Context: an optimization exercise on an open-source flow, tuned for small area, a short achievable clock period and few clock cycles per item. The choices shown serve that exercise and are no tape-out recipe.
In this exercise RTL edits were held to simulation tests only and were not proved equivalent to the original.

==> design.v <==
module sqrt_head (
    input  logic [15:0] x,
    output logic [7:0] q,      
    output logic [9:0] r       
);
    wire [2:0] a0 = {1'b0, x[15:14]};
    wire [2:0] o0 = 3'b111;   
    wire [2:0] g0_0 = a0 & o0;
    wire [2:0] p0_0 = a0 | o0;
    wire [2:0] g0_1, p0_1;
    assign g0_1[0] = g0_0[0];
    assign p0_1[0] = p0_0[0];
    assign g0_1[1] = g0_0[1] | (p0_0[1] & g0_0[0]);
    assign p0_1[1] = p0_0[1] & p0_0[0];
    assign g0_1[2] = g0_0[2];
    assign p0_1[2] = p0_0[2];
    wire [2:0] g0_2, p0_2;
    assign g0_2[0] = g0_1[0];
    assign p0_2[0] = p0_1[0];
    assign g0_2[1] = g0_1[1];
    assign p0_2[1] = p0_1[1];
    assign g0_2[2] = g0_1[2] | (p0_1[2] & g0_1[1]);
    assign p0_2[2] = p0_1[2] & p0_1[1];
    wire [2:0] r1 = a0 ^ o0 ^ {g0_2[1:0], 1'b0};
    wire [0:0] q1 = ~r1[2];
    wire [3:0] a1 = {r1[1:0], x[13:12]};
    wire [3:0] o1 = {q1[0], q1 ^ q1[0], 2'b11};
    wire [3:0] g1_0 = a1 & o1;
    wire [3:0] p1_0 = a1 | o1;
    wire [3:0] g1_1, p1_1;
    assign g1_1[0] = g1_0[0];
    assign p1_1[0] = p1_0[0];
    assign g1_1[1] = g1_0[1] | (p1_0[1] & g1_0[0]);
    assign p1_1[1] = p1_0[1] & p1_0[0];
    assign g1_1[2] = g1_0[2];
    assign p1_1[2] = p1_0[2];
    assign g1_1[3] = g1_0[3] | (p1_0[3] & g1_0[2]);
    assign p1_1[3] = p1_0[3] & p1_0[2];
    wire [3:0] g1_2, p1_2;
    assign g1_2[0] = g1_1[0];
    assign p1_2[0] = p1_1[0];
    assign g1_2[1] = g1_1[1];
    assign p1_2[1] = p1_1[1];
    assign g1_2[2] = g1_1[2] | (p1_1[2] & g1_1[1]);
    assign p1_2[2] = p1_1[2] & p1_1[1];
    assign g1_2[3] = g1_1[3] | (p1_1[3] & g1_1[1]);
    assign p1_2[3] = p1_1[3] & p1_1[1];
    wire [3:0] r2 = a1 ^ o1 ^ {g1_2[2:0], 1'b0};
    wire [1:0] q2 = {q1, ~r2[3]};
    wire [4:0] a2 = {r2[2:0], x[11:10]};
    wire [4:0] o2 = {q2[0], q2 ^ {2{q2[0]}}, 2'b11};
    wire [4:0] g2_0 = a2 & o2;
    wire [4:0] p2_0 = a2 | o2;
    wire [4:0] g2_1, p2_1;
    assign g2_1[0] = g2_0[0];
    assign p2_1[0] = p2_0[0];
    assign g2_1[1] = g2_0[1] | (p2_0[1] & g2_0[0]);
    assign p2_1[1] = p2_0[1] & p2_0[0];
    assign g2_1[2] = g2_0[2];
    assign p2_1[2] = p2_0[2];
    assign g2_1[3] = g2_0[3] | (p2_0[3] & g2_0[2]);
    assign p2_1[3] = p2_0[3] & p2_0[2];
    assign g2_1[4] = g2_0[4];
    assign p2_1[4] = p2_0[4];
    wire [4:0] g2_2, p2_2;
    assign g2_2[0] = g2_1[0];
    assign p2_2[0] = p2_1[0];
    assign g2_2[1] = g2_1[1];
    assign p2_2[1] = p2_1[1];
    assign g2_2[2] = g2_1[2] | (p2_1[2] & g2_1[1]);
    assign p2_2[2] = p2_1[2] & p2_1[1];
    assign g2_2[3] = g2_1[3] | (p2_1[3] & g2_1[1]);
    assign p2_2[3] = p2_1[3] & p2_1[1];
    assign g2_2[4] = g2_1[4];
    assign p2_2[4] = p2_1[4];
    wire [4:0] g2_3, p2_3;
    assign g2_3[0] = g2_2[0];
    assign p2_3[0] = p2_2[0];
    assign g2_3[1] = g2_2[1];
    assign p2_3[1] = p2_2[1];
    assign g2_3[2] = g2_2[2];
    assign p2_3[2] = p2_2[2];
    assign g2_3[3] = g2_2[3];
    assign p2_3[3] = p2_2[3];
    assign g2_3[4] = g2_2[4] | (p2_2[4] & g2_2[3]);
    assign p2_3[4] = p2_2[4] & p2_2[3];
    wire [4:0] r3 = a2 ^ o2 ^ {g2_3[3:0], 1'b0};
    wire [2:0] q3 = {q2, ~r3[4]};
    wire [5:0] a3 = {r3[3:0], x[9:8]};
    wire [5:0] o3 = {q3[0], q3 ^ {3{q3[0]}}, 2'b11};
    wire [5:0] g3_0 = a3 & o3;
    wire [5:0] p3_0 = a3 | o3;
    wire [5:0] g3_1, p3_1;
    assign g3_1[0] = g3_0[0];
    assign p3_1[0] = p3_0[0];
    assign g3_1[1] = g3_0[1] | (p3_0[1] & g3_0[0]);
    assign p3_1[1] = p3_0[1] & p3_0[0];
    assign g3_1[2] = g3_0[2];
    assign p3_1[2] = p3_0[2];
    assign g3_1[3] = g3_0[3] | (p3_0[3] & g3_0[2]);
    assign p3_1[3] = p3_0[3] & p3_0[2];
    assign g3_1[4] = g3_0[4];
    assign p3_1[4] = p3_0[4];
    assign g3_1[5] = g3_0[5] | (p3_0[5] & g3_0[4]);
    assign p3_1[5] = p3_0[5] & p3_0[4];
    wire [5:0] g3_2, p3_2;
    assign g3_2[0] = g3_1[0];
    assign p3_2[0] = p3_1[0];
    assign g3_2[1] = g3_1[1];
    assign p3_2[1] = p3_1[1];
    assign g3_2[2] = g3_1[2] | (p3_1[2] & g3_1[1]);
    assign p3_2[2] = p3_1[2] & p3_1[1];
    assign g3_2[3] = g3_1[3] | (p3_1[3] & g3_1[1]);
    assign p3_2[3] = p3_1[3] & p3_1[1];
    assign g3_2[4] = g3_1[4];
    assign p3_2[4] = p3_1[4];
    assign g3_2[5] = g3_1[5];
    assign p3_2[5] = p3_1[5];
    wire [5:0] g3_3, p3_3;
    assign g3_3[0] = g3_2[0];
    assign p3_3[0] = p3_2[0];
    assign g3_3[1] = g3_2[1];
    assign p3_3[1] = p3_2[1];
    assign g3_3[2] = g3_2[2];
    assign p3_3[2] = p3_2[2];
    assign g3_3[3] = g3_2[3];
    assign p3_3[3] = p3_2[3];
    assign g3_3[4] = g3_2[4] | (p3_2[4] & g3_2[3]);
    assign p3_3[4] = p3_2[4] & p3_2[3];
    assign g3_3[5] = g3_2[5] | (p3_2[5] & g3_2[3]);
    assign p3_3[5] = p3_2[5] & p3_2[3];
    wire [5:0] r4 = a3 ^ o3 ^ {g3_3[4:0], 1'b0};
    wire [3:0] q4 = {q3, ~r4[5]};
    wire [6:0] a4 = {r4[4:0], x[7:6]};
    wire [6:0] o4 = {q4[0], q4 ^ {4{q4[0]}}, 2'b11};
    wire [6:0] g4_0 = a4 & o4;
    wire [6:0] p4_0 = a4 | o4;
    wire [6:0] g4_1, p4_1;
    assign g4_1[0] = g4_0[0];
    assign p4_1[0] = p4_0[0];
    assign g4_1[1] = g4_0[1] | (p4_0[1] & g4_0[0]);
    assign p4_1[1] = p4_0[1] & p4_0[0];
    assign g4_1[2] = g4_0[2];
    assign p4_1[2] = p4_0[2];
    assign g4_1[3] = g4_0[3] | (p4_0[3] & g4_0[2]);
    assign p4_1[3] = p4_0[3] & p4_0[2];
    assign g4_1[4] = g4_0[4];
    assign p4_1[4] = p4_0[4];
    assign g4_1[5] = g4_0[5] | (p4_0[5] & g4_0[4]);
    assign p4_1[5] = p4_0[5] & p4_0[4];
    assign g4_1[6] = g4_0[6];
    assign p4_1[6] = p4_0[6];
    wire [6:0] g4_2, p4_2;
    assign g4_2[0] = g4_1[0];
    assign p4_2[0] = p4_1[0];
    assign g4_2[1] = g4_1[1];
    assign p4_2[1] = p4_1[1];
    assign g4_2[2] = g4_1[2] | (p4_1[2] & g4_1[1]);
    assign p4_2[2] = p4_1[2] & p4_1[1];
    assign g4_2[3] = g4_1[3] | (p4_1[3] & g4_1[1]);
    assign p4_2[3] = p4_1[3] & p4_1[1];
    assign g4_2[4] = g4_1[4];
    assign p4_2[4] = p4_1[4];
    assign g4_2[5] = g4_1[5];
    assign p4_2[5] = p4_1[5];
    assign g4_2[6] = g4_1[6] | (p4_1[6] & g4_1[5]);
    assign p4_2[6] = p4_1[6] & p4_1[5];
    wire [6:0] g4_3, p4_3;
    assign g4_3[0] = g4_2[0];
    assign p4_3[0] = p4_2[0];
    assign g4_3[1] = g4_2[1];
    assign p4_3[1] = p4_2[1];
    assign g4_3[2] = g4_2[2];
    assign p4_3[2] = p4_2[2];
    assign g4_3[3] = g4_2[3];
    assign p4_3[3] = p4_2[3];
    assign g4_3[4] = g4_2[4] | (p4_2[4] & g4_2[3]);
    assign p4_3[4] = p4_2[4] & p4_2[3];
    assign g4_3[5] = g4_2[5] | (p4_2[5] & g4_2[3]);
    assign p4_3[5] = p4_2[5] & p4_2[3];
    assign g4_3[6] = g4_2[6] | (p4_2[6] & g4_2[3]);
    assign p4_3[6] = p4_2[6] & p4_2[3];
    wire [6:0] r5 = a4 ^ o4 ^ {g4_3[5:0], 1'b0};
    wire [4:0] q5 = {q4, ~r5[6]};
    wire [7:0] a5 = {r5[5:0], x[5:4]};
    wire [7:0] o5 = {q5[0], q5 ^ {5{q5[0]}}, 2'b11};
    wire [7:0] g5_0 = a5 & o5;
    wire [7:0] p5_0 = a5 | o5;
    wire [7:0] g5_1, p5_1;
    assign g5_1[0] = g5_0[0];
    assign p5_1[0] = p5_0[0];
    assign g5_1[1] = g5_0[1] | (p5_0[1] & g5_0[0]);
    assign p5_1[1] = p5_0[1] & p5_0[0];
    assign g5_1[2] = g5_0[2];
    assign p5_1[2] = p5_0[2];
    assign g5_1[3] = g5_0[3] | (p5_0[3] & g5_0[2]);
    assign p5_1[3] = p5_0[3] & p5_0[2];
    assign g5_1[4] = g5_0[4];
    assign p5_1[4] = p5_0[4];
    assign g5_1[5] = g5_0[5] | (p5_0[5] & g5_0[4]);
    assign p5_1[5] = p5_0[5] & p5_0[4];
    assign g5_1[6] = g5_0[6];
    assign p5_1[6] = p5_0[6];
    assign g5_1[7] = g5_0[7] | (p5_0[7] & g5_0[6]);
    assign p5_1[7] = p5_0[7] & p5_0[6];
    wire [7:0] g5_2, p5_2;
    assign g5_2[0] = g5_1[0];
    assign p5_2[0] = p5_1[0];
    assign g5_2[1] = g5_1[1];
    assign p5_2[1] = p5_1[1];
    assign g5_2[2] = g5_1[2] | (p5_1[2] & g5_1[1]);
    assign p5_2[2] = p5_1[2] & p5_1[1];
    assign g5_2[3] = g5_1[3] | (p5_1[3] & g5_1[1]);
    assign p5_2[3] = p5_1[3] & p5_1[1];
    assign g5_2[4] = g5_1[4];
    assign p5_2[4] = p5_1[4];
    assign g5_2[5] = g5_1[5];
    assign p5_2[5] = p5_1[5];
    assign g5_2[6] = g5_1[6] | (p5_1[6] & g5_1[5]);
    assign p5_2[6] = p5_1[6] & p5_1[5];
    assign g5_2[7] = g5_1[7] | (p5_1[7] & g5_1[5]);
    assign p5_2[7] = p5_1[7] & p5_1[5];
    wire [7:0] g5_3, p5_3;
    assign g5_3[0] = g5_2[0];
    assign p5_3[0] = p5_2[0];
    assign g5_3[1] = g5_2[1];
    assign p5_3[1] = p5_2[1];
    assign g5_3[2] = g5_2[2];
    assign p5_3[2] = p5_2[2];
    assign g5_3[3] = g5_2[3];
    assign p5_3[3] = p5_2[3];
    assign g5_3[4] = g5_2[4] | (p5_2[4] & g5_2[3]);
    assign p5_3[4] = p5_2[4] & p5_2[3];
    assign g5_3[5] = g5_2[5] | (p5_2[5] & g5_2[3]);
    assign p5_3[5] = p5_2[5] & p5_2[3];
    assign g5_3[6] = g5_2[6] | (p5_2[6] & g5_2[3]);
    assign p5_3[6] = p5_2[6] & p5_2[3];
    assign g5_3[7] = g5_2[7] | (p5_2[7] & g5_2[3]);
    assign p5_3[7] = p5_2[7] & p5_2[3];
    wire [7:0] r6 = a5 ^ o5 ^ {g5_3[6:0], 1'b0};
    wire [5:0] q6 = {q5, ~r6[7]};
    wire [8:0] a6 = {r6[6:0], x[3:2]};
    wire [8:0] o6 = {q6[0], q6 ^ {6{q6[0]}}, 2'b11};
    wire [8:0] g6_0 = a6 & o6;
    wire [8:0] p6_0 = a6 | o6;
    wire [8:0] g6_1, p6_1;
    assign g6_1[0] = g6_0[0];
    assign p6_1[0] = p6_0[0];
    assign g6_1[1] = g6_0[1] | (p6_0[1] & g6_0[0]);
    assign p6_1[1] = p6_0[1] & p6_0[0];
    assign g6_1[2] = g6_0[2];
    assign p6_1[2] = p6_0[2];
    assign g6_1[3] = g6_0[3] | (p6_0[3] & g6_0[2]);
    assign p6_1[3] = p6_0[3] & p6_0[2];
    assign g6_1[4] = g6_0[4];
    assign p6_1[4] = p6_0[4];
    assign g6_1[5] = g6_0[5] | (p6_0[5] & g6_0[4]);
    assign p6_1[5] = p6_0[5] & p6_0[4];
    assign g6_1[6] = g6_0[6];
    assign p6_1[6] = p6_0[6];
    assign g6_1[7] = g6_0[7] | (p6_0[7] & g6_0[6]);
    assign p6_1[7] = p6_0[7] & p6_0[6];
    assign g6_1[8] = g6_0[8];
    assign p6_1[8] = p6_0[8];
    wire [8:0] g6_2, p6_2;
    assign g6_2[0] = g6_1[0];
    assign p6_2[0] = p6_1[0];
    assign g6_2[1] = g6_1[1];
    assign p6_2[1] = p6_1[1];
    assign g6_2[2] = g6_1[2] | (p6_1[2] & g6_1[1]);
    assign p6_2[2] = p6_1[2] & p6_1[1];
    assign g6_2[3] = g6_1[3] | (p6_1[3] & g6_1[1]);
    assign p6_2[3] = p6_1[3] & p6_1[1];
    assign g6_2[4] = g6_1[4];
    assign p6_2[4] = p6_1[4];
    assign g6_2[5] = g6_1[5];
    assign p6_2[5] = p6_1[5];
    assign g6_2[6] = g6_1[6] | (p6_1[6] & g6_1[5]);
    assign p6_2[6] = p6_1[6] & p6_1[5];
    assign g6_2[7] = g6_1[7] | (p6_1[7] & g6_1[5]);
    assign p6_2[7] = p6_1[7] & p6_1[5];
    assign g6_2[8] = g6_1[8];
    assign p6_2[8] = p6_1[8];
    wire [8:0] g6_3, p6_3;
    assign g6_3[0] = g6_2[0];
    assign p6_3[0] = p6_2[0];
    assign g6_3[1] = g6_2[1];
    assign p6_3[1] = p6_2[1];
    assign g6_3[2] = g6_2[2];
    assign p6_3[2] = p6_2[2];
    assign g6_3[3] = g6_2[3];
    assign p6_3[3] = p6_2[3];
    assign g6_3[4] = g6_2[4] | (p6_2[4] & g6_2[3]);
    assign p6_3[4] = p6_2[4] & p6_2[3];
    assign g6_3[5] = g6_2[5] | (p6_2[5] & g6_2[3]);
    assign p6_3[5] = p6_2[5] & p6_2[3];
    assign g6_3[6] = g6_2[6] | (p6_2[6] & g6_2[3]);
    assign p6_3[6] = p6_2[6] & p6_2[3];
    assign g6_3[7] = g6_2[7] | (p6_2[7] & g6_2[3]);
    assign p6_3[7] = p6_2[7] & p6_2[3];
    assign g6_3[8] = g6_2[8];
    assign p6_3[8] = p6_2[8];
    wire [8:0] g6_4, p6_4;
    assign g6_4[0] = g6_3[0];
    assign p6_4[0] = p6_3[0];
    assign g6_4[1] = g6_3[1];
    assign p6_4[1] = p6_3[1];
    assign g6_4[2] = g6_3[2];
    assign p6_4[2] = p6_3[2];
    assign g6_4[3] = g6_3[3];
    assign p6_4[3] = p6_3[3];
    assign g6_4[4] = g6_3[4];
    assign p6_4[4] = p6_3[4];
    assign g6_4[5] = g6_3[5];
    assign p6_4[5] = p6_3[5];
    assign g6_4[6] = g6_3[6];
    assign p6_4[6] = p6_3[6];
    assign g6_4[7] = g6_3[7];
    assign p6_4[7] = p6_3[7];
    assign g6_4[8] = g6_3[8] | (p6_3[8] & g6_3[7]);
    assign p6_4[8] = p6_3[8] & p6_3[7];
    wire [8:0] r7 = a6 ^ o6 ^ {g6_4[7:0], 1'b0};
    wire [6:0] q7 = {q6, ~r7[8]};
    wire [9:0] a7 = {r7[7:0], x[1:0]};
    wire [9:0] o7 = {q7[0], q7 ^ {7{q7[0]}}, 2'b11};
    wire [9:0] g7_0 = a7 & o7;
    wire [9:0] p7_0 = a7 | o7;
    wire [9:0] g7_1, p7_1;
    assign g7_1[0] = g7_0[0];
    assign p7_1[0] = p7_0[0];
    assign g7_1[1] = g7_0[1] | (p7_0[1] & g7_0[0]);
    assign p7_1[1] = p7_0[1] & p7_0[0];
    assign g7_1[2] = g7_0[2];
    assign p7_1[2] = p7_0[2];
    assign g7_1[3] = g7_0[3] | (p7_0[3] & g7_0[2]);
    assign p7_1[3] = p7_0[3] & p7_0[2];
    assign g7_1[4] = g7_0[4];
    assign p7_1[4] = p7_0[4];
    assign g7_1[5] = g7_0[5] | (p7_0[5] & g7_0[4]);
    assign p7_1[5] = p7_0[5] & p7_0[4];
    assign g7_1[6] = g7_0[6];
    assign p7_1[6] = p7_0[6];
    assign g7_1[7] = g7_0[7] | (p7_0[7] & g7_0[6]);
    assign p7_1[7] = p7_0[7] & p7_0[6];
    assign g7_1[8] = g7_0[8];
    assign p7_1[8] = p7_0[8];
    assign g7_1[9] = g7_0[9] | (p7_0[9] & g7_0[8]);
    assign p7_1[9] = p7_0[9] & p7_0[8];
    wire [9:0] g7_2, p7_2;
    assign g7_2[0] = g7_1[0];
    assign p7_2[0] = p7_1[0];
    assign g7_2[1] = g7_1[1];
    assign p7_2[1] = p7_1[1];
    assign g7_2[2] = g7_1[2] | (p7_1[2] & g7_1[1]);
    assign p7_2[2] = p7_1[2] & p7_1[1];
    assign g7_2[3] = g7_1[3] | (p7_1[3] & g7_1[1]);
    assign p7_2[3] = p7_1[3] & p7_1[1];
    assign g7_2[4] = g7_1[4];
    assign p7_2[4] = p7_1[4];
    assign g7_2[5] = g7_1[5];
    assign p7_2[5] = p7_1[5];
    assign g7_2[6] = g7_1[6] | (p7_1[6] & g7_1[5]);
    assign p7_2[6] = p7_1[6] & p7_1[5];
    assign g7_2[7] = g7_1[7] | (p7_1[7] & g7_1[5]);
    assign p7_2[7] = p7_1[7] & p7_1[5];
    assign g7_2[8] = g7_1[8];
    assign p7_2[8] = p7_1[8];
    assign g7_2[9] = g7_1[9];
    assign p7_2[9] = p7_1[9];
    wire [9:0] g7_3, p7_3;
    assign g7_3[0] = g7_2[0];
    assign p7_3[0] = p7_2[0];
    assign g7_3[1] = g7_2[1];
    assign p7_3[1] = p7_2[1];
    assign g7_3[2] = g7_2[2];
    assign p7_3[2] = p7_2[2];
    assign g7_3[3] = g7_2[3];
    assign p7_3[3] = p7_2[3];
    assign g7_3[4] = g7_2[4] | (p7_2[4] & g7_2[3]);
    assign p7_3[4] = p7_2[4] & p7_2[3];
    assign g7_3[5] = g7_2[5] | (p7_2[5] & g7_2[3]);
    assign p7_3[5] = p7_2[5] & p7_2[3];
    assign g7_3[6] = g7_2[6] | (p7_2[6] & g7_2[3]);
    assign p7_3[6] = p7_2[6] & p7_2[3];
    assign g7_3[7] = g7_2[7] | (p7_2[7] & g7_2[3]);
    assign p7_3[7] = p7_2[7] & p7_2[3];
    assign g7_3[8] = g7_2[8];
    assign p7_3[8] = p7_2[8];
    assign g7_3[9] = g7_2[9];
    assign p7_3[9] = p7_2[9];
    wire [9:0] g7_4, p7_4;
    assign g7_4[0] = g7_3[0];
    assign p7_4[0] = p7_3[0];
    assign g7_4[1] = g7_3[1];
    assign p7_4[1] = p7_3[1];
    assign g7_4[2] = g7_3[2];
    assign p7_4[2] = p7_3[2];
    assign g7_4[3] = g7_3[3];
    assign p7_4[3] = p7_3[3];
    assign g7_4[4] = g7_3[4];
    assign p7_4[4] = p7_3[4];
    assign g7_4[5] = g7_3[5];
    assign p7_4[5] = p7_3[5];
    assign g7_4[6] = g7_3[6];
    assign p7_4[6] = p7_3[6];
    assign g7_4[7] = g7_3[7];
    assign p7_4[7] = p7_3[7];
    assign g7_4[8] = g7_3[8] | (p7_3[8] & g7_3[7]);
    assign p7_4[8] = p7_3[8] & p7_3[7];
    assign g7_4[9] = g7_3[9] | (p7_3[9] & g7_3[7]);
    assign p7_4[9] = p7_3[9] & p7_3[7];
    wire [9:0] r8 = a7 ^ o7 ^ {g7_4[8:0], 1'b0};
    wire [7:0] q8 = {q7, ~r8[9]};
    assign q = q8;
    assign r = r8;
endmodule
module sqrt_tail (
    input  logic [7:0] q,
    input  logic [9:0] r,
    output logic [11:0] root
);
    wire [10:0] a8 = {r[8:0], 2'b00};
    wire [10:0] o8 = {q[0], q ^ {8{q[0]}}, 2'b11};
    wire [10:0] g8_0 = a8 & o8;
    wire [10:0] p8_0 = a8 | o8;
    wire [10:0] g8_1, p8_1;
    assign g8_1[0] = g8_0[0];
    assign p8_1[0] = p8_0[0];
    assign g8_1[1] = g8_0[1] | (p8_0[1] & g8_0[0]);
    assign p8_1[1] = p8_0[1] & p8_0[0];
    assign g8_1[2] = g8_0[2];
    assign p8_1[2] = p8_0[2];
    assign g8_1[3] = g8_0[3] | (p8_0[3] & g8_0[2]);
    assign p8_1[3] = p8_0[3] & p8_0[2];
    assign g8_1[4] = g8_0[4];
    assign p8_1[4] = p8_0[4];
    assign g8_1[5] = g8_0[5] | (p8_0[5] & g8_0[4]);
    assign p8_1[5] = p8_0[5] & p8_0[4];
    assign g8_1[6] = g8_0[6];
    assign p8_1[6] = p8_0[6];
    assign g8_1[7] = g8_0[7] | (p8_0[7] & g8_0[6]);
    assign p8_1[7] = p8_0[7] & p8_0[6];
    assign g8_1[8] = g8_0[8];
    assign p8_1[8] = p8_0[8];
    assign g8_1[9] = g8_0[9] | (p8_0[9] & g8_0[8]);
    assign p8_1[9] = p8_0[9] & p8_0[8];
    assign g8_1[10] = g8_0[10];
    assign p8_1[10] = p8_0[10];
    wire [10:0] g8_2, p8_2;
    assign g8_2[0] = g8_1[0];
    assign p8_2[0] = p8_1[0];
    assign g8_2[1] = g8_1[1];
    assign p8_2[1] = p8_1[1];
    assign g8_2[2] = g8_1[2] | (p8_1[2] & g8_1[1]);
    assign p8_2[2] = p8_1[2] & p8_1[1];
    assign g8_2[3] = g8_1[3] | (p8_1[3] & g8_1[1]);
    assign p8_2[3] = p8_1[3] & p8_1[1];
    assign g8_2[4] = g8_1[4];
    assign p8_2[4] = p8_1[4];
    assign g8_2[5] = g8_1[5];
    assign p8_2[5] = p8_1[5];
    assign g8_2[6] = g8_1[6] | (p8_1[6] & g8_1[5]);
    assign p8_2[6] = p8_1[6] & p8_1[5];
    assign g8_2[7] = g8_1[7] | (p8_1[7] & g8_1[5]);
    assign p8_2[7] = p8_1[7] & p8_1[5];
    assign g8_2[8] = g8_1[8];
    assign p8_2[8] = p8_1[8];
    assign g8_2[9] = g8_1[9];
    assign p8_2[9] = p8_1[9];
    assign g8_2[10] = g8_1[10] | (p8_1[10] & g8_1[9]);
    assign p8_2[10] = p8_1[10] & p8_1[9];
    wire [10:0] g8_3, p8_3;
    assign g8_3[0] = g8_2[0];
    assign p8_3[0] = p8_2[0];
    assign g8_3[1] = g8_2[1];
    assign p8_3[1] = p8_2[1];
    assign g8_3[2] = g8_2[2];
    assign p8_3[2] = p8_2[2];
    assign g8_3[3] = g8_2[3];
    assign p8_3[3] = p8_2[3];
    assign g8_3[4] = g8_2[4] | (p8_2[4] & g8_2[3]);
    assign p8_3[4] = p8_2[4] & p8_2[3];
    assign g8_3[5] = g8_2[5] | (p8_2[5] & g8_2[3]);
    assign p8_3[5] = p8_2[5] & p8_2[3];
    assign g8_3[6] = g8_2[6] | (p8_2[6] & g8_2[3]);
    assign p8_3[6] = p8_2[6] & p8_2[3];
    assign g8_3[7] = g8_2[7] | (p8_2[7] & g8_2[3]);
    assign p8_3[7] = p8_2[7] & p8_2[3];
    assign g8_3[8] = g8_2[8];
    assign p8_3[8] = p8_2[8];
    assign g8_3[9] = g8_2[9];
    assign p8_3[9] = p8_2[9];
    assign g8_3[10] = g8_2[10];
    assign p8_3[10] = p8_2[10];
    wire [10:0] g8_4, p8_4;
    assign g8_4[0] = g8_3[0];
    assign p8_4[0] = p8_3[0];
    assign g8_4[1] = g8_3[1];
    assign p8_4[1] = p8_3[1];
    assign g8_4[2] = g8_3[2];
    assign p8_4[2] = p8_3[2];
    assign g8_4[3] = g8_3[3];
    assign p8_4[3] = p8_3[3];
    assign g8_4[4] = g8_3[4];
    assign p8_4[4] = p8_3[4];
    assign g8_4[5] = g8_3[5];
    assign p8_4[5] = p8_3[5];
    assign g8_4[6] = g8_3[6];
    assign p8_4[6] = p8_3[6];
    assign g8_4[7] = g8_3[7];
    assign p8_4[7] = p8_3[7];
    assign g8_4[8] = g8_3[8] | (p8_3[8] & g8_3[7]);
    assign p8_4[8] = p8_3[8] & p8_3[7];
    assign g8_4[9] = g8_3[9] | (p8_3[9] & g8_3[7]);
    assign p8_4[9] = p8_3[9] & p8_3[7];
    assign g8_4[10] = g8_3[10] | (p8_3[10] & g8_3[7]);
    assign p8_4[10] = p8_3[10] & p8_3[7];
    wire [10:0] r9 = a8 ^ o8 ^ {g8_4[9:0], 1'b0};
    wire [8:0] q9 = {q, ~r9[10]};
    wire [11:0] a9 = {r9[9:0], 2'b00};
    wire [11:0] o9 = {q9[0], q9 ^ {9{q9[0]}}, 2'b11};
    wire [11:0] g9_0 = a9 & o9;
    wire [11:0] p9_0 = a9 | o9;
    wire [11:0] g9_1, p9_1;
    assign g9_1[0] = g9_0[0];
    assign p9_1[0] = p9_0[0];
    assign g9_1[1] = g9_0[1] | (p9_0[1] & g9_0[0]);
    assign p9_1[1] = p9_0[1] & p9_0[0];
    assign g9_1[2] = g9_0[2];
    assign p9_1[2] = p9_0[2];
    assign g9_1[3] = g9_0[3] | (p9_0[3] & g9_0[2]);
    assign p9_1[3] = p9_0[3] & p9_0[2];
    assign g9_1[4] = g9_0[4];
    assign p9_1[4] = p9_0[4];
    assign g9_1[5] = g9_0[5] | (p9_0[5] & g9_0[4]);
    assign p9_1[5] = p9_0[5] & p9_0[4];
    assign g9_1[6] = g9_0[6];
    assign p9_1[6] = p9_0[6];
    assign g9_1[7] = g9_0[7] | (p9_0[7] & g9_0[6]);
    assign p9_1[7] = p9_0[7] & p9_0[6];
    assign g9_1[8] = g9_0[8];
    assign p9_1[8] = p9_0[8];
    assign g9_1[9] = g9_0[9] | (p9_0[9] & g9_0[8]);
    assign p9_1[9] = p9_0[9] & p9_0[8];
    assign g9_1[10] = g9_0[10];
    assign p9_1[10] = p9_0[10];
    assign g9_1[11] = g9_0[11] | (p9_0[11] & g9_0[10]);
    assign p9_1[11] = p9_0[11] & p9_0[10];
    wire [11:0] g9_2, p9_2;
    assign g9_2[0] = g9_1[0];
    assign p9_2[0] = p9_1[0];
    assign g9_2[1] = g9_1[1];
    assign p9_2[1] = p9_1[1];
    assign g9_2[2] = g9_1[2] | (p9_1[2] & g9_1[1]);
    assign p9_2[2] = p9_1[2] & p9_1[1];
    assign g9_2[3] = g9_1[3] | (p9_1[3] & g9_1[1]);
    assign p9_2[3] = p9_1[3] & p9_1[1];
    assign g9_2[4] = g9_1[4];
    assign p9_2[4] = p9_1[4];
    assign g9_2[5] = g9_1[5];
    assign p9_2[5] = p9_1[5];
    assign g9_2[6] = g9_1[6] | (p9_1[6] & g9_1[5]);
    assign p9_2[6] = p9_1[6] & p9_1[5];
    assign g9_2[7] = g9_1[7] | (p9_1[7] & g9_1[5]);
    assign p9_2[7] = p9_1[7] & p9_1[5];
    assign g9_2[8] = g9_1[8];
    assign p9_2[8] = p9_1[8];
    assign g9_2[9] = g9_1[9];
    assign p9_2[9] = p9_1[9];
    assign g9_2[10] = g9_1[10] | (p9_1[10] & g9_1[9]);
    assign p9_2[10] = p9_1[10] & p9_1[9];
    assign g9_2[11] = g9_1[11] | (p9_1[11] & g9_1[9]);
    assign p9_2[11] = p9_1[11] & p9_1[9];
    wire [11:0] g9_3, p9_3;
    assign g9_3[0] = g9_2[0];
    assign p9_3[0] = p9_2[0];
    assign g9_3[1] = g9_2[1];
    assign p9_3[1] = p9_2[1];
    assign g9_3[2] = g9_2[2];
    assign p9_3[2] = p9_2[2];
    assign g9_3[3] = g9_2[3];
    assign p9_3[3] = p9_2[3];
    assign g9_3[4] = g9_2[4] | (p9_2[4] & g9_2[3]);
    assign p9_3[4] = p9_2[4] & p9_2[3];
    assign g9_3[5] = g9_2[5] | (p9_2[5] & g9_2[3]);
    assign p9_3[5] = p9_2[5] & p9_2[3];
    assign g9_3[6] = g9_2[6] | (p9_2[6] & g9_2[3]);
    assign p9_3[6] = p9_2[6] & p9_2[3];
    assign g9_3[7] = g9_2[7] | (p9_2[7] & g9_2[3]);
    assign p9_3[7] = p9_2[7] & p9_2[3];
    assign g9_3[8] = g9_2[8];
    assign p9_3[8] = p9_2[8];
    assign g9_3[9] = g9_2[9];
    assign p9_3[9] = p9_2[9];
    assign g9_3[10] = g9_2[10];
    assign p9_3[10] = p9_2[10];
    assign g9_3[11] = g9_2[11];
    assign p9_3[11] = p9_2[11];
    wire [11:0] g9_4, p9_4;
    assign g9_4[0] = g9_3[0];
    assign p9_4[0] = p9_3[0];
    assign g9_4[1] = g9_3[1];
    assign p9_4[1] = p9_3[1];
    assign g9_4[2] = g9_3[2];
    assign p9_4[2] = p9_3[2];
    assign g9_4[3] = g9_3[3];
    assign p9_4[3] = p9_3[3];
    assign g9_4[4] = g9_3[4];
    assign p9_4[4] = p9_3[4];
    assign g9_4[5] = g9_3[5];
    assign p9_4[5] = p9_3[5];
    assign g9_4[6] = g9_3[6];
    assign p9_4[6] = p9_3[6];
    assign g9_4[7] = g9_3[7];
    assign p9_4[7] = p9_3[7];
    assign g9_4[8] = g9_3[8] | (p9_3[8] & g9_3[7]);
    assign p9_4[8] = p9_3[8] & p9_3[7];
    assign g9_4[9] = g9_3[9] | (p9_3[9] & g9_3[7]);
    assign p9_4[9] = p9_3[9] & p9_3[7];
    assign g9_4[10] = g9_3[10] | (p9_3[10] & g9_3[7]);
    assign p9_4[10] = p9_3[10] & p9_3[7];
    assign g9_4[11] = g9_3[11] | (p9_3[11] & g9_3[7]);
    assign p9_4[11] = p9_3[11] & p9_3[7];
    wire [11:0] r10 = a9 ^ o9 ^ {g9_4[10:0], 1'b0};
    wire [9:0] q10 = {q9, ~r10[11]};
    wire [12:0] a10 = {r10[10:0], 2'b00};
    wire [12:0] o10 = {q10[0], q10 ^ {10{q10[0]}}, 2'b11};
    wire [12:0] g10_0 = a10 & o10;
    wire [12:0] p10_0 = a10 | o10;
    wire [12:0] g10_1, p10_1;
    assign g10_1[0] = g10_0[0];
    assign p10_1[0] = p10_0[0];
    assign g10_1[1] = g10_0[1] | (p10_0[1] & g10_0[0]);
    assign p10_1[1] = p10_0[1] & p10_0[0];
    assign g10_1[2] = g10_0[2];
    assign p10_1[2] = p10_0[2];
    assign g10_1[3] = g10_0[3] | (p10_0[3] & g10_0[2]);
    assign p10_1[3] = p10_0[3] & p10_0[2];
    assign g10_1[4] = g10_0[4];
    assign p10_1[4] = p10_0[4];
    assign g10_1[5] = g10_0[5] | (p10_0[5] & g10_0[4]);
    assign p10_1[5] = p10_0[5] & p10_0[4];
    assign g10_1[6] = g10_0[6];
    assign p10_1[6] = p10_0[6];
    assign g10_1[7] = g10_0[7] | (p10_0[7] & g10_0[6]);
    assign p10_1[7] = p10_0[7] & p10_0[6];
    assign g10_1[8] = g10_0[8];
    assign p10_1[8] = p10_0[8];
    assign g10_1[9] = g10_0[9] | (p10_0[9] & g10_0[8]);
    assign p10_1[9] = p10_0[9] & p10_0[8];
    assign g10_1[10] = g10_0[10];
    assign p10_1[10] = p10_0[10];
    assign g10_1[11] = g10_0[11] | (p10_0[11] & g10_0[10]);
    assign p10_1[11] = p10_0[11] & p10_0[10];
    assign g10_1[12] = g10_0[12];
    assign p10_1[12] = p10_0[12];
    wire [12:0] g10_2, p10_2;
    assign g10_2[0] = g10_1[0];
    assign p10_2[0] = p10_1[0];
    assign g10_2[1] = g10_1[1];
    assign p10_2[1] = p10_1[1];
    assign g10_2[2] = g10_1[2] | (p10_1[2] & g10_1[1]);
    assign p10_2[2] = p10_1[2] & p10_1[1];
    assign g10_2[3] = g10_1[3] | (p10_1[3] & g10_1[1]);
    assign p10_2[3] = p10_1[3] & p10_1[1];
    assign g10_2[4] = g10_1[4];
    assign p10_2[4] = p10_1[4];
    assign g10_2[5] = g10_1[5];
    assign p10_2[5] = p10_1[5];
    assign g10_2[6] = g10_1[6] | (p10_1[6] & g10_1[5]);
    assign p10_2[6] = p10_1[6] & p10_1[5];
    assign g10_2[7] = g10_1[7] | (p10_1[7] & g10_1[5]);
    assign p10_2[7] = p10_1[7] & p10_1[5];
    assign g10_2[8] = g10_1[8];
    assign p10_2[8] = p10_1[8];
    assign g10_2[9] = g10_1[9];
    assign p10_2[9] = p10_1[9];
    assign g10_2[10] = g10_1[10] | (p10_1[10] & g10_1[9]);
    assign p10_2[10] = p10_1[10] & p10_1[9];
    assign g10_2[11] = g10_1[11] | (p10_1[11] & g10_1[9]);
    assign p10_2[11] = p10_1[11] & p10_1[9];
    assign g10_2[12] = g10_1[12];
    assign p10_2[12] = p10_1[12];
    wire [12:0] g10_3, p10_3;
    assign g10_3[0] = g10_2[0];
    assign p10_3[0] = p10_2[0];
    assign g10_3[1] = g10_2[1];
    assign p10_3[1] = p10_2[1];
    assign g10_3[2] = g10_2[2];
    assign p10_3[2] = p10_2[2];
    assign g10_3[3] = g10_2[3];
    assign p10_3[3] = p10_2[3];
    assign g10_3[4] = g10_2[4] | (p10_2[4] & g10_2[3]);
    assign p10_3[4] = p10_2[4] & p10_2[3];
    assign g10_3[5] = g10_2[5] | (p10_2[5] & g10_2[3]);
    assign p10_3[5] = p10_2[5] & p10_2[3];
    assign g10_3[6] = g10_2[6] | (p10_2[6] & g10_2[3]);
    assign p10_3[6] = p10_2[6] & p10_2[3];
    assign g10_3[7] = g10_2[7] | (p10_2[7] & g10_2[3]);
    assign p10_3[7] = p10_2[7] & p10_2[3];
    assign g10_3[8] = g10_2[8];
    assign p10_3[8] = p10_2[8];
    assign g10_3[9] = g10_2[9];
    assign p10_3[9] = p10_2[9];
    assign g10_3[10] = g10_2[10];
    assign p10_3[10] = p10_2[10];
    assign g10_3[11] = g10_2[11];
    assign p10_3[11] = p10_2[11];
    assign g10_3[12] = g10_2[12] | (p10_2[12] & g10_2[11]);
    assign p10_3[12] = p10_2[12] & p10_2[11];
    wire [12:0] g10_4, p10_4;
    assign g10_4[0] = g10_3[0];
    assign p10_4[0] = p10_3[0];
    assign g10_4[1] = g10_3[1];
    assign p10_4[1] = p10_3[1];
    assign g10_4[2] = g10_3[2];
    assign p10_4[2] = p10_3[2];
    assign g10_4[3] = g10_3[3];
    assign p10_4[3] = p10_3[3];
    assign g10_4[4] = g10_3[4];
    assign p10_4[4] = p10_3[4];
    assign g10_4[5] = g10_3[5];
    assign p10_4[5] = p10_3[5];
    assign g10_4[6] = g10_3[6];
    assign p10_4[6] = p10_3[6];
    assign g10_4[7] = g10_3[7];
    assign p10_4[7] = p10_3[7];
    assign g10_4[8] = g10_3[8] | (p10_3[8] & g10_3[7]);
    assign p10_4[8] = p10_3[8] & p10_3[7];
    assign g10_4[9] = g10_3[9] | (p10_3[9] & g10_3[7]);
    assign p10_4[9] = p10_3[9] & p10_3[7];
    assign g10_4[10] = g10_3[10] | (p10_3[10] & g10_3[7]);
    assign p10_4[10] = p10_3[10] & p10_3[7];
    assign g10_4[11] = g10_3[11] | (p10_3[11] & g10_3[7]);
    assign p10_4[11] = p10_3[11] & p10_3[7];
    assign g10_4[12] = g10_3[12] | (p10_3[12] & g10_3[7]);
    assign p10_4[12] = p10_3[12] & p10_3[7];
    wire [12:0] r11 = a10 ^ o10 ^ {g10_4[11:0], 1'b0};
    wire [10:0] q11 = {q10, ~r11[12]};
    wire [13:0] a11 = {r11[11:0], 2'b00};
    wire [13:0] o11 = {q11[0], q11 ^ {11{q11[0]}}, 2'b11};
    wire [13:0] g11_0 = a11 & o11;
    wire [13:0] p11_0 = a11 | o11;
    wire [13:0] g11_1, p11_1;
    assign g11_1[0] = g11_0[0];
    assign p11_1[0] = p11_0[0];
    assign g11_1[1] = g11_0[1] | (p11_0[1] & g11_0[0]);
    assign p11_1[1] = p11_0[1] & p11_0[0];
    assign g11_1[2] = g11_0[2];
    assign p11_1[2] = p11_0[2];
    assign g11_1[3] = g11_0[3] | (p11_0[3] & g11_0[2]);
    assign p11_1[3] = p11_0[3] & p11_0[2];
    assign g11_1[4] = g11_0[4];
    assign p11_1[4] = p11_0[4];
    assign g11_1[5] = g11_0[5] | (p11_0[5] & g11_0[4]);
    assign p11_1[5] = p11_0[5] & p11_0[4];
    assign g11_1[6] = g11_0[6];
    assign p11_1[6] = p11_0[6];
    assign g11_1[7] = g11_0[7] | (p11_0[7] & g11_0[6]);
    assign p11_1[7] = p11_0[7] & p11_0[6];
    assign g11_1[8] = g11_0[8];
    assign p11_1[8] = p11_0[8];
    assign g11_1[9] = g11_0[9] | (p11_0[9] & g11_0[8]);
    assign p11_1[9] = p11_0[9] & p11_0[8];
    assign g11_1[10] = g11_0[10];
    assign p11_1[10] = p11_0[10];
    assign g11_1[11] = g11_0[11] | (p11_0[11] & g11_0[10]);
    assign p11_1[11] = p11_0[11] & p11_0[10];
    assign g11_1[12] = g11_0[12];
    assign p11_1[12] = p11_0[12];
    assign g11_1[13] = g11_0[13] | (p11_0[13] & g11_0[12]);
    assign p11_1[13] = p11_0[13] & p11_0[12];
    wire [13:0] g11_2, p11_2;
    assign g11_2[0] = g11_1[0];
    assign p11_2[0] = p11_1[0];
    assign g11_2[1] = g11_1[1];
    assign p11_2[1] = p11_1[1];
    assign g11_2[2] = g11_1[2] | (p11_1[2] & g11_1[1]);
    assign p11_2[2] = p11_1[2] & p11_1[1];
    assign g11_2[3] = g11_1[3] | (p11_1[3] & g11_1[1]);
    assign p11_2[3] = p11_1[3] & p11_1[1];
    assign g11_2[4] = g11_1[4];
    assign p11_2[4] = p11_1[4];
    assign g11_2[5] = g11_1[5];
    assign p11_2[5] = p11_1[5];
    assign g11_2[6] = g11_1[6] | (p11_1[6] & g11_1[5]);
    assign p11_2[6] = p11_1[6] & p11_1[5];
    assign g11_2[7] = g11_1[7] | (p11_1[7] & g11_1[5]);
    assign p11_2[7] = p11_1[7] & p11_1[5];
    assign g11_2[8] = g11_1[8];
    assign p11_2[8] = p11_1[8];
    assign g11_2[9] = g11_1[9];
    assign p11_2[9] = p11_1[9];
    assign g11_2[10] = g11_1[10] | (p11_1[10] & g11_1[9]);
    assign p11_2[10] = p11_1[10] & p11_1[9];
    assign g11_2[11] = g11_1[11] | (p11_1[11] & g11_1[9]);
    assign p11_2[11] = p11_1[11] & p11_1[9];
    assign g11_2[12] = g11_1[12];
    assign p11_2[12] = p11_1[12];
    assign g11_2[13] = g11_1[13];
    assign p11_2[13] = p11_1[13];
    wire [13:0] g11_3, p11_3;
    assign g11_3[0] = g11_2[0];
    assign p11_3[0] = p11_2[0];
    assign g11_3[1] = g11_2[1];
    assign p11_3[1] = p11_2[1];
    assign g11_3[2] = g11_2[2];
    assign p11_3[2] = p11_2[2];
    assign g11_3[3] = g11_2[3];
    assign p11_3[3] = p11_2[3];
    assign g11_3[4] = g11_2[4] | (p11_2[4] & g11_2[3]);
    assign p11_3[4] = p11_2[4] & p11_2[3];
    assign g11_3[5] = g11_2[5] | (p11_2[5] & g11_2[3]);
    assign p11_3[5] = p11_2[5] & p11_2[3];
    assign g11_3[6] = g11_2[6] | (p11_2[6] & g11_2[3]);
    assign p11_3[6] = p11_2[6] & p11_2[3];
    assign g11_3[7] = g11_2[7] | (p11_2[7] & g11_2[3]);
    assign p11_3[7] = p11_2[7] & p11_2[3];
    assign g11_3[8] = g11_2[8];
    assign p11_3[8] = p11_2[8];
    assign g11_3[9] = g11_2[9];
    assign p11_3[9] = p11_2[9];
    assign g11_3[10] = g11_2[10];
    assign p11_3[10] = p11_2[10];
    assign g11_3[11] = g11_2[11];
    assign p11_3[11] = p11_2[11];
    assign g11_3[12] = g11_2[12] | (p11_2[12] & g11_2[11]);
    assign p11_3[12] = p11_2[12] & p11_2[11];
    assign g11_3[13] = g11_2[13] | (p11_2[13] & g11_2[11]);
    assign p11_3[13] = p11_2[13] & p11_2[11];
    wire [13:0] g11_4, p11_4;
    assign g11_4[0] = g11_3[0];
    assign p11_4[0] = p11_3[0];
    assign g11_4[1] = g11_3[1];
    assign p11_4[1] = p11_3[1];
    assign g11_4[2] = g11_3[2];
    assign p11_4[2] = p11_3[2];
    assign g11_4[3] = g11_3[3];
    assign p11_4[3] = p11_3[3];
    assign g11_4[4] = g11_3[4];
    assign p11_4[4] = p11_3[4];
    assign g11_4[5] = g11_3[5];
    assign p11_4[5] = p11_3[5];
    assign g11_4[6] = g11_3[6];
    assign p11_4[6] = p11_3[6];
    assign g11_4[7] = g11_3[7];
    assign p11_4[7] = p11_3[7];
    assign g11_4[8] = g11_3[8] | (p11_3[8] & g11_3[7]);
    assign p11_4[8] = p11_3[8] & p11_3[7];
    assign g11_4[9] = g11_3[9] | (p11_3[9] & g11_3[7]);
    assign p11_4[9] = p11_3[9] & p11_3[7];
    assign g11_4[10] = g11_3[10] | (p11_3[10] & g11_3[7]);
    assign p11_4[10] = p11_3[10] & p11_3[7];
    assign g11_4[11] = g11_3[11] | (p11_3[11] & g11_3[7]);
    assign p11_4[11] = p11_3[11] & p11_3[7];
    assign g11_4[12] = g11_3[12] | (p11_3[12] & g11_3[7]);
    assign p11_4[12] = p11_3[12] & p11_3[7];
    assign g11_4[13] = g11_3[13] | (p11_3[13] & g11_3[7]);
    assign p11_4[13] = p11_3[13] & p11_3[7];
    wire [13:0] r12 = a11 ^ o11 ^ {g11_4[12:0], 1'b0};
    wire [11:0] q12 = {q11, ~r12[13]};
    assign root = q12;
endmodule
module sqrt_binary_search (
    input  logic        clk,
    input  logic        rst,         
    input  logic        valid_in,
    input  logic [15:0] x,           
    output logic [15:0] x_sqrt,      
    output logic        valid_out
);
    logic [7:0] q_d, q_r;
    logic [9:0] r_d, r_r;
    logic        v_r;
    logic [11:0] root;
    sqrt_head head (.x(x), .q(q_d), .r(r_d));
    always_ff @(posedge clk) begin
        if (rst) v_r <= 1'b0;
        else     v_r <= valid_in;
        q_r <= q_d;
        r_r <= r_d;
    end
    sqrt_tail tail (.q(q_r), .r(r_r), .root(root));
    assign x_sqrt    = {4'd0, root};
    assign valid_out = v_r;
endmodule
==> flow/run.sh <==
#!/bin/bash
# The standard layout (standard.sh), with these changes:
#  - synthesis: no adder-cell mapping (ADDER_MAP_FILE empty), so ABC maps the
#    adders from plain gates instead of the slow ha/fa cells, and the final ABC
#    mapping uses flow/abc_iter.script (see flow/synth_iter.tcl);
#  - buf_2 cells as the port buffers (buffer_ports otherwise picks the slow
#    clkdlybuf4s50_1);
#  - setup repair only resizes cells (SETUP_MOVE_SEQUENCE=sizeup).
set -e
here=$(pwd)
export ADDER_MAP_FILE=
export BUFFER_PORTS_ARGS="-buffer_cell sky130_fd_sc_hd__buf_2"
export SETUP_MOVE_SEQUENCE=sizeup
bash standard.sh SYNTH_SCRIPT=$here/flow/synth_iter.tcl finish > standard.log 2>&1
==> flow/abc_iter.script <==
strash
dch
map -B 0.9
strash
dch
map -B 0.9
strash
dch
map -B 0.9
strash
dch
map -B 0.9
strash
dch
map -B 0.9
strash
dch
map -B 0.9
strash
dch
map -B 0.9
strash
dch
map -B 0.9
topo
stime -c
buffer -c
upsize -c
dnsize -c
==> flow/synth_iter.tcl <==
# The standard flow's synthesis (synth_recipe.tcl, which sources ORFS's synth.tcl) with one
# change: the final technology mapping runs ABC with abc_iter.script, which
# repeats ORFS's area script's strash/dch/map round 8 times before sizing.
# Everything before it (synth -nofsm -noshare, flip-flop mapping) and after it
# (flatten, renames) is the standard flow's own, so the registers are the standard ones.
set ::abc_iter_script [file normalize [file join [file dirname [info script]] abc_iter.script]]
set ::synth_recipe_tcl [file normalize [file join [file dirname [info script]] .. synth_recipe.tcl]]
proc abc {args} {
  set i [lsearch -exact $args -script]
  if {$i >= 0} { lset args [expr {$i + 1}] $::abc_iter_script }
  puts "abc: mapping with $::abc_iter_script"
  yosys abc {*}$args
}
source $::synth_recipe_tcl
==> standard.sh <==
#!/bin/bash
# synth_recipe.tcl (not shown) runs the flow's synth.tcl, then flattens the netlist and writes it again
# the make line also repeats each setting of config.mk as NAME=value (left out here)
make -C /OpenROAD-flow-scripts/flow DESIGN_CONFIG=/design/flow/config.mk WORK_HOME=/design/flow/orfs CLKGATE_MAP_FILE= SYNTH_SCRIPT=/design/flow/synth_recipe.tcl "${@:-finish}"
==> config.mk <==
export PLATFORM = sky130hd
export DESIGN_NAME = sqrt_binary_search
export DESIGN_NICKNAME = sqrt_binary_search
export VERILOG_FILES = /design/flow/design.v
export SDC_FILE = /design/flow/constraint.sdc
export NUM_CORES = 4
export LEC_CHECK = 0
export ABC_AREA = 1
export CAP_MARGIN = 20
export CORE_MARGIN = 2
export CORE_UTILIZATION = 40
export PLACE_DENSITY = 0.85
export SETUP_SLACK_MARGIN = 3.5
export SLEW_MARGIN = 20
export SYNTH_HIERARCHICAL = 1
export TNS_END_PERCENT = 10
==> constraint.sdc <==
create_clock -name core_clock -period 11.0 [get_ports {clk}]
set_input_delay 2.2000 -clock core_clock [delete_from_list [all_inputs] [get_ports {clk}]]
set_output_delay 2.2000 -clock core_clock [all_outputs]
set_load 0.01 [all_outputs]
==> flow_metrics.env, run 1 <==
export IMPL_fillers=1062
export IMPL_drive_above_1_share_pct=19.20
export IMPL_grt_max_degree=14
export IMPL_area_growth_pct=6.689
export IMPL_post_cts_repair_setup_buffers=0
export IMPL_cts_buffer_depth=2
export IMPL_avgSynthCellArea_um2=5.601
export IMPL_period_minus_slack_ns=6.749
export IMPL_rsz0062_at_grt="no"
export IMPL_grt_pass1_wl_um=17110
export IMPL_clkTransAtPathRegs_ns=0.06
export IMPL_rows=36
export IMPL_syn_area_um2=4078
export IMPL_grt_pass1_vias=4094
export IMPL_cts_resized=0
export IMPL_worstSetupEndpoint="x_sqrt[0]"
export IMPL_drc=0
export IMPL_crit_path_end_kind="primary output"
export IMPL_gp_congestion=0.9817
export IMPL_hold_class="in -> reg"
export IMPL_final_max_slew_viol_count=0
export IMPL_hpwl_um=8012
export IMPL_antenna_found_initial=0
export IMPL_grt_use_total_pct=18.14
export IMPL_dr_pass1_iters=5
export IMPL_slowest_delay_ns=0.61
export IMPL_htree_levels=1
export IMPL_synthCells=728
export IMPL_mostFrequentLayoutCells="nand2_1, nand3_1, inv_1"
export IMPL_crit_top_cell="nand2_1"
export IMPL_cp_required_ns=8.80
export IMPL_setup_violations=0
export IMPL_core_um2=9819
export IMPL_io_buffers=31
export IMPL_hold_viol=0
export IMPL_globalRouteOverflowTotal=0
export IMPL_holdPathStages=2
export IMPL_start_util_pct=41.53
export IMPL_wl_um=9702
export IMPL_criticalPathCategory="reg -> out"
export IMPL_slowest_stage="dfxtp_1"
export IMPL_finalInstanceArea_um2=4350
export IMPL_cts_buffers_inserted=3
export IMPL_worstPathMaxFanout=13
export IMPL_place_area_um2=4295
export IMPL_final_common_cell="nand2_1"
export IMPL_status="no timing/DRC/antenna violations"
export IMPL_finalSetupTns_ns=0
export IMPL_diodes=0
export IMPL_drt_iter0_markers=217
export IMPL_cts_tree="done"
export IMPL_vias=4307
export IMPL_via_per_inst=4.878
export IMPL_period_share_pct=61.35
export IMPL_final_net_count=770
export IMPL_cts_root_buf="clkbuf_8"
export IMPL_fmax_ghz=0.1482
export IMPL_critPathLaunch="q_r[0]"
export IMPL_critPathLaunchType="flop"
export IMPL_arrival_ns=4.55
export IMPL_ctsHoldBuffers=0
export IMPL_wl_per_cell_um=10.99
export IMPL_cap_viol_max_count=0
export IMPL_die_area_um2=11020
export IMPL_yosys_warnings=7
export IMPL_io_pins=36
export IMPL_cts_sinks=18
export IMPL_die_w_um=105.0
export IMPL_die_h_um=105.0
export IMPL_drtAntennaViolNets=0
metal layers:
metal | up-vias | wire length [um] | GRT usage, %
met2 | 120 | 4551 | 31.77
met4 | 0 | 274 | 7.524
met3 | 31 | 627 | 1.747
met5 | - | 0 | 0
met1 | 1851 | 4249 | 22.60
li1 | 2305 | - | -
worst max-delay path: cells and delay by family (launching register included):
kind	cells	cell delay [ns]
compound gates	1	0.06
buf+inv	3	0.40
flops	1	0.61
simple gates	32	3.19
registers in the layout, summed over array words and instances (netlist names):
register,flops
r_r,9
q_r,8
v_r,1
how the worst min path moves through the flow:
stage / startpoint / to / slack (ns)
6_report: rst / v_r / 2.10
5_1_grt: rst / v_r / 2.10
4_1_cts: rst / v_r / 2.09
3_5_place_dp: rst / v_r / 2.37
3_3_place_gp: rst / v_r / 2.36
2_1_floorplan: x[0] / r_r[0] / 2.26
final cells by class:
cell class	count	area [um2]	share of cell area, %
clock buffers	4	55.05	1.265
multi-input cells	600	3249	74.69
repair buffers	31	155.1	3.566
well taps	133	166.4	3.825
inverters	97	364.1	8.369
flip-flops and latches	18	360.3	8.283
metrics by stage:
stage | hold WS [ns] | std cells | setup slack, ns | util, %
after detailed placement | 2.368 | 879 | 4.553 | 43.74
final | 2.098 | 883 | 4.251 | 44.30
after global routing | 2.098 | 883 | 3.657 | 44.30
after global placement | 2.362 | 879 | 4.671 | 43.74
after CTS | 2.093 | 883 | 4.267 | 44.30
after floorplan | 2.257 | 731 | 5.367 | -
Testbench counts, summed over its fixed seeds: cycles 262,148, items 262,144.
==> inputs of run 2 (changes only) <==
--- a/config.mk
+++ b/config.mk
@@ -9,8 +9,8 @@
 export CAP_MARGIN = 20
 export CORE_MARGIN = 2
 export CORE_UTILIZATION = 40
-export PLACE_DENSITY = 0.85
+export GPL_ROUTABILITY_DRIVEN = 0
+export PLACE_DENSITY = 0.95
 export SETUP_SLACK_MARGIN = 3.5
 export SLEW_MARGIN = 20
-export SYNTH_HIERARCHICAL = 1
 export TNS_END_PERCENT = 10
==> run 2 against run 1 <==
  * Via count decreased by 9.2%
  * Core utilization increased by 1.8 points
  * Global-route usage is 0.85 points lower
  * Area after synthesis down 15%
  * Wire length down 15%
  * Sequential share of layout area rose by 1.3 points
  * Critical path depth is 2 higher
==> flow_metrics.env, run 2 <==
export IMPL_status="no timing/DRC/antenna violations"
export IMPL_yosys_top_cells_area="nand2_1, nand3_1, dfxtp_1"
export IMPL_via_per_inst=5.006
export IMPL_drtAntennaViolNets=0
export IMPL_cap_viol_max_count=0
export IMPL_globalRouteOverflowTotal=0
export IMPL_grt_pass1_wl_um=14340
export IMPL_synth_area_mux_share_pct=0
export IMPL_htree_levels=1
export IMPL_dr_pass1_iters=4
export IMPL_wl_per_cell_um=10.62
export IMPL_place_area_um2=3715
export IMPL_finalInstanceArea_um2=3826
export IMPL_antenna_found_initial=0
export IMPL_slowest_delay_ns=0.46
export IMPL_vias=3910
export IMPL_grt_busiest_layer="met2"
export IMPL_cts_tree="done"
export IMPL_hold_viol=0
export IMPL_yosys_area_top_type="nand2_1"
export IMPL_use_met2_pct=32.53
export IMPL_fmax_ghz=0.1415
export IMPL_die_area_um2=9445
export IMPL_grt_pass1_vias=3570
export IMPL_criticalPathCategory="reg -> out"
export IMPL_largest_register_ffs=9
export IMPL_cts_buffer_depth=2
export IMPL_synth_adder_area_share_pct=0
export IMPL_avgSynthCellArea_um2=5.385
export IMPL_crit_path_end_kind="primary output"
export IMPL_cts_buffers_inserted=3
export IMPL_io_pins=36
export IMPL_critPathLaunchType="flop"
export IMPL_cts_resized=0
export IMPL_hold_ws_ns=2.086
export IMPL_die_h_um=97.19
export IMPL_yosys_warnings=1
export IMPL_cts_sinks=18
export IMPL_synth_xor_area_share_pct=14.59
export IMPL_largest_register="r_r"
export IMPL_crit_top_cell="nand2_1"
export IMPL_synthCells=645
export IMPL_finalSetupTns_ns=0
export IMPL_mostFrequentLayoutCells="nand2_1, nand3_1, inv_1"
export IMPL_area_growth_pct=10.16
export IMPL_syn_area_um2=3473
export IMPL_final_max_slew_viol_count=0
export IMPL_synth_top_area_share_pct=29.50
export IMPL_clkTransAtPathRegs_ns=0.07
export IMPL_ctsHoldBuffers=0
export IMPL_synth_top_family_by_area="simple AND/OR/NAND/NOR gates"
export IMPL_top_regs="r_r x9, q_r x8, v_r x1"
export IMPL_wl_um=8293
export IMPL_yosysSeqAreaShare_pct=10.37
export IMPL_diodes=0
export IMPL_cp_required_ns=8.80
export IMPL_rows=33
export IMPL_setup_violations=0
export IMPL_arrival_ns=4.87
export IMPL_critPathLaunch="q_r[0]"
export IMPL_synth_seq_cells=18
export IMPL_rsz0062_at_grt="no"
export IMPL_fillers=855
export IMPL_io_buffers=31
export IMPL_hpwl_um=6856
export IMPL_drive_above_1_share_pct=15.83
export IMPL_synth_edf_count=0
export IMPL_die_w_um=97.19
export IMPL_period_minus_slack_ns=7.066
export IMPL_slowest_stage="dfxtp_4"
export IMPL_period_share_pct=64.23
export IMPL_final_net_count=696
export IMPL_hold_class="in -> reg"
export IMPL_drc=0
export IMPL_start_util_pct=41.85
export IMPL_worstPathMaxFanout=14
export IMPL_synth_compound_area_share_pct=4.539
export IMPL_yosysMostFrequentCell="nand2_1"
export IMPL_worstSetupEndpoint="x_sqrt[0]"
export IMPL_core_um2=8299
export IMPL_ys_types=31
export IMPL_seqCellArea_um2=365.4
export IMPL_grt_max_degree=15
export IMPL_final_common_cell="nand2_1"
export IMPL_drt_iter0_markers=139
export IMPL_multi_input_area_um2=2818
export IMPL_synthSimpleGateAreaFrac_pct=60.09
export IMPL_synthFlopType="dfxtp_1"
export IMPL_grt_use_met1_pct=20.35
export IMPL_grt_use_total_pct=17.29
export IMPL_async_flop_share_pct=0
export IMPL_yosys_top_cells_count="nand2_1, nand3_1, inv_1"
export IMPL_use_met3_pct=0.5036
export IMPL_post_cts_repair_setup_buffers=0
export IMPL_cts_root_buf="clkbuf_8"
run 2: critical path, delay by kind of cell, from the launching register on:
| family | cells | cell delay, ns |
|---|---|---|
| simple gates | 32 | 3.42 |
| flops | 1 | 0.46 |
| compound gates | 3 | 0.35 |
| xor+xnor | 1 | 0.18 |
| buf+inv | 2 | 0.17 |
run 2: how the worst min path moves through the flow:
stage | cells after the start | slack, ns | start | end
after floorplan | 1 | 2.26 | x[0] | r_r[0]
after global placement | 2 | 2.35 | rst | v_r
after detailed placement | 2 | 2.36 | rst | v_r
after CTS | 2 | 2.08 | rst | v_r
after global routing | 2 | 2.09 | rst | v_r
final | 2 | 2.09 | rst | v_r
run 2: cells by family after synthesis:
family                 count (synthesis)
AO/OA/AOI/OAI                         26
AND/OR/NAND/NOR                      456
buffers and inverters                 87
other                                  1
flip-flops                            18
XOR/XNOR                              57
run 2: stage by stage:
stage	setup slack, ns	util (%)	cells
6_report	3.934	46.10	781
5_1_grt	3.397	46.10	781
4_1_cts	3.605	45.42	781
3_5_place_dp	3.910	44.76	777
3_3_place_gp	4.206	44.76	777
2_1_floorplan	4.808	-	648
run 2: routing by layer:
metal / part of all wire [%] / up-vias
li1: - / 2075
met1: 43 / 1690
met2: 49 / 125
met3: 5.6 / 20
met4: 2.5 / 0
met5: 0 / -
run 2: layout make-up:
class	count	area share, %
multi-input combinational	543	73.64
sequential	18	9.549
inverter	80	7.881
timing repair buffer	31	4.055
tap	105	3.434
clock buffer	4	1.439
==> inputs of run 3 (changes only) <==
--- a/config.mk
+++ b/config.mk
@@ -8,7 +8,7 @@
 export ABC_AREA = 1
 export CAP_MARGIN = 20
 export CORE_MARGIN = 2
-export CORE_UTILIZATION = 40
+export CORE_UTILIZATION = 60
 export GPL_ROUTABILITY_DRIVEN = 0
 export PLACE_DENSITY = 0.95
 export SETUP_SLACK_MARGIN = 3.5
==> run 3 against run 2 <==
  * Critical endpoint unchanged
  * Maximum frequency is 2.0% lower
  * Cell area is 1.3% lower
  * Non-clock buffer count stayed put
  * Largest cell class unchanged
  * Critical path depth is 3 higher
  * Worst setup slack worse by 0.15 ns
==> flow_metrics.env, run 3 <==
export IMPL_status="no timing/DRC/antenna violations"
export IMPL_cts_tree="done"
export IMPL_worst_slack_ns=3.787
export IMPL_via_per_inst=5.512
export IMPL_synth_seq_cells=18
export IMPL_grt_pass1_wl_um=15510
export IMPL_rows=27
export IMPL_final_max_slew_viol_count=0
export IMPL_largest_register="r_r"
export IMPL_vias=4123
export IMPL_yosysMostFrequentCell="nand2_1"
export IMPL_ys_types=31
export IMPL_largest_register_ffs=9
export IMPL_yosys_top_cells_area="nand2_1, nand3_1, dfxtp_1"
export IMPL_area_growth_pct=8.718
export IMPL_rsz0062_at_grt="no"
export IMPL_synthCells=645
export IMPL_critPathLaunchType="flop"
export IMPL_crit_top_cell="nand2_1"
export IMPL_final_net_count=696
export IMPL_wl_um=9042
export IMPL_crit_path_end_kind="primary output"
export IMPL_globalRouteOverflowTotal=0
export IMPL_io_pins=36
export IMPL_yosys_warnings=1
export IMPL_hpwl_um=7127
export IMPL_grt_use_total_pct=29.69
export IMPL_post_place_ws_ns=3.802
export IMPL_drive_above_1_share_pct=15.53
export IMPL_dp_cells=744
export IMPL_criticalPathCategory="reg -> out"
export IMPL_start_util_pct=62.69
export IMPL_grt_max_degree=15
export IMPL_drt_iter0_markers=300
export IMPL_arrival_ns=5.01
export IMPL_synth_edf_count=0
export IMPL_final_common_cell="nand2_1"
export IMPL_dr_pass1_iters=5
export IMPL_slowest_stage="dfxtp_4"
export IMPL_hold_viol=0
export IMPL_finalNonFillerCells=748
export IMPL_io_buffers=31
export IMPL_slowest_delay_ns=0.45
export IMPL_die_h_um=80.09
export IMPL_cts_buffers_inserted=3
export IMPL_grt_pass1_vias=3863
export IMPL_wl_per_cell_um=12.09
export IMPL_core_um2=5540
export IMPL_yosys_top_cells_count="nand2_1, nand3_1, inv_1"
export IMPL_setup_violations=0
export IMPL_final_util_pct=68.16
export IMPL_top_regs="r_r x9, q_r x8, v_r x1"
export IMPL_hold_class="in -> reg"
export IMPL_cap_viol_max_count=0
export IMPL_hold_ws_ns=2.091
export IMPL_worstPathMaxFanout=14
export IMPL_antenna_found_initial=0
export IMPL_yosysSeqAreaShare_pct=10.37
export IMPL_period_minus_slack_ns=7.213
export IMPL_diodes=0
export IMPL_drc=0
export IMPL_syn_area_um2=3473
export IMPL_cts_root_buf="clkbuf_8"
export IMPL_synth_top_area_share_pct=29.50
export IMPL_finalSetupTns_ns=0
export IMPL_die_area_um2=6414
export IMPL_cp_required_ns=8.80
export IMPL_cts_sinks=18
export IMPL_ctsHoldBuffers=0
export IMPL_synthFlopType="dfxtp_1"
export IMPL_fmax_ghz=0.1386
export IMPL_htree_levels=1
export IMPL_mostFrequentLayoutCells="nand2_1, nand3_1, inv_1"
export IMPL_async_flop_share_pct=0
export IMPL_drtAntennaViolNets=0
export IMPL_cts_buffer_depth=2
export IMPL_yosys_area_top_type="nand2_1"
export IMPL_die_w_um=80.09
export IMPL_avgSynthCellArea_um2=5.385
export IMPL_period_share_pct=65.57
export IMPL_clkTransAtPathRegs_ns=0.07
## run 3: cell counts after synthesis
No cell type changed its count.
## run 3: what timing repair did
item / CTS / global route
gates resized for setup: 0 / 15
endpoints found under the setup margin: 0 / 1
setup buffers: 0 / 0
## run 3: cells by family after synthesis
family | Yosys count | share of synthesized area (%)
AO/OA/AOI/OAI | 26 | 4.539
XOR/XNOR | 57 | 14.59
buffers and inverters | 87 | 10.30
flip-flops | 18 | 10.37
other | 1 | 0.1080
AND/OR/NAND/NOR | 456 | 60.09
## run 3: area by class of cell
type,instances,area [um2]
Sequential cell,18,365.4
Multi-Input combinational cell,543,2809
Inverter,80,301.5
Fill cell,502,1764
Tap cell,72,90.09
Clock buffer,4,55.05
Timing Repair Buffer,31,155.1
## run 3: worst max-delay path: cells and delay by family, from the launching register on
kind / cells / cell delay, ns
buf+inv: 4 / 0.26
compound gates: 3 / 0.46
xor+xnor: 1 / 0.22
simple gates: 33 / 3.34
flops: 1 / 0.45
## run 3: routing by layer
metal	up-vias	GRT usage [%]	part of all wire, %
met5	-	0	0
li1	2064	-	-
met4	0	17.12	4.1
met3	39	3.258	6.6
met1	1832	31.83	40
met2	188	55.58	49
## run 3: final timing paths
kind	from	to	slack, ns	depth (start not counted)
max	q_r[0]	x_sqrt[0]	3.79	41
min	rst	v_r	2.09	2
## run 3: per-stage QoR
stage          cell area, um2
2_1_floorplan            3485
3_3_place_gp             3674
3_5_place_dp             3674
4_1_cts                  3729
5_1_grt                  3776
6_report                 3776

afterwards: timing with drivers on the ports:
Ports are ideal in the flow. The routed layouts listed here were re-timed in OpenROAD. Step 1, drivers: a clkbuf_16 drives clk and a buf_2 each remaining input, both assumed. Step 2 also shifts input and output timing later by t, the mid clock arrival at the registers, as if the neighbouring blocks saw the same clock. Three values: no drivers, after step 1, after step 2; two values: the first two.
run | t (ns) | setup WS [ns] | worst data-port slew with drivers (ns)
run 1 | 0.278 | 4.251 / 4.226 / 4.504 | 0.03
run 2 | 0.286 | 3.934 / 3.907 / 4.193 | 0.03
run 3 | 0.284 | 3.787 / 3.758 / 4.043 | 0.04
After both steps every run listed still meets setup and hold.
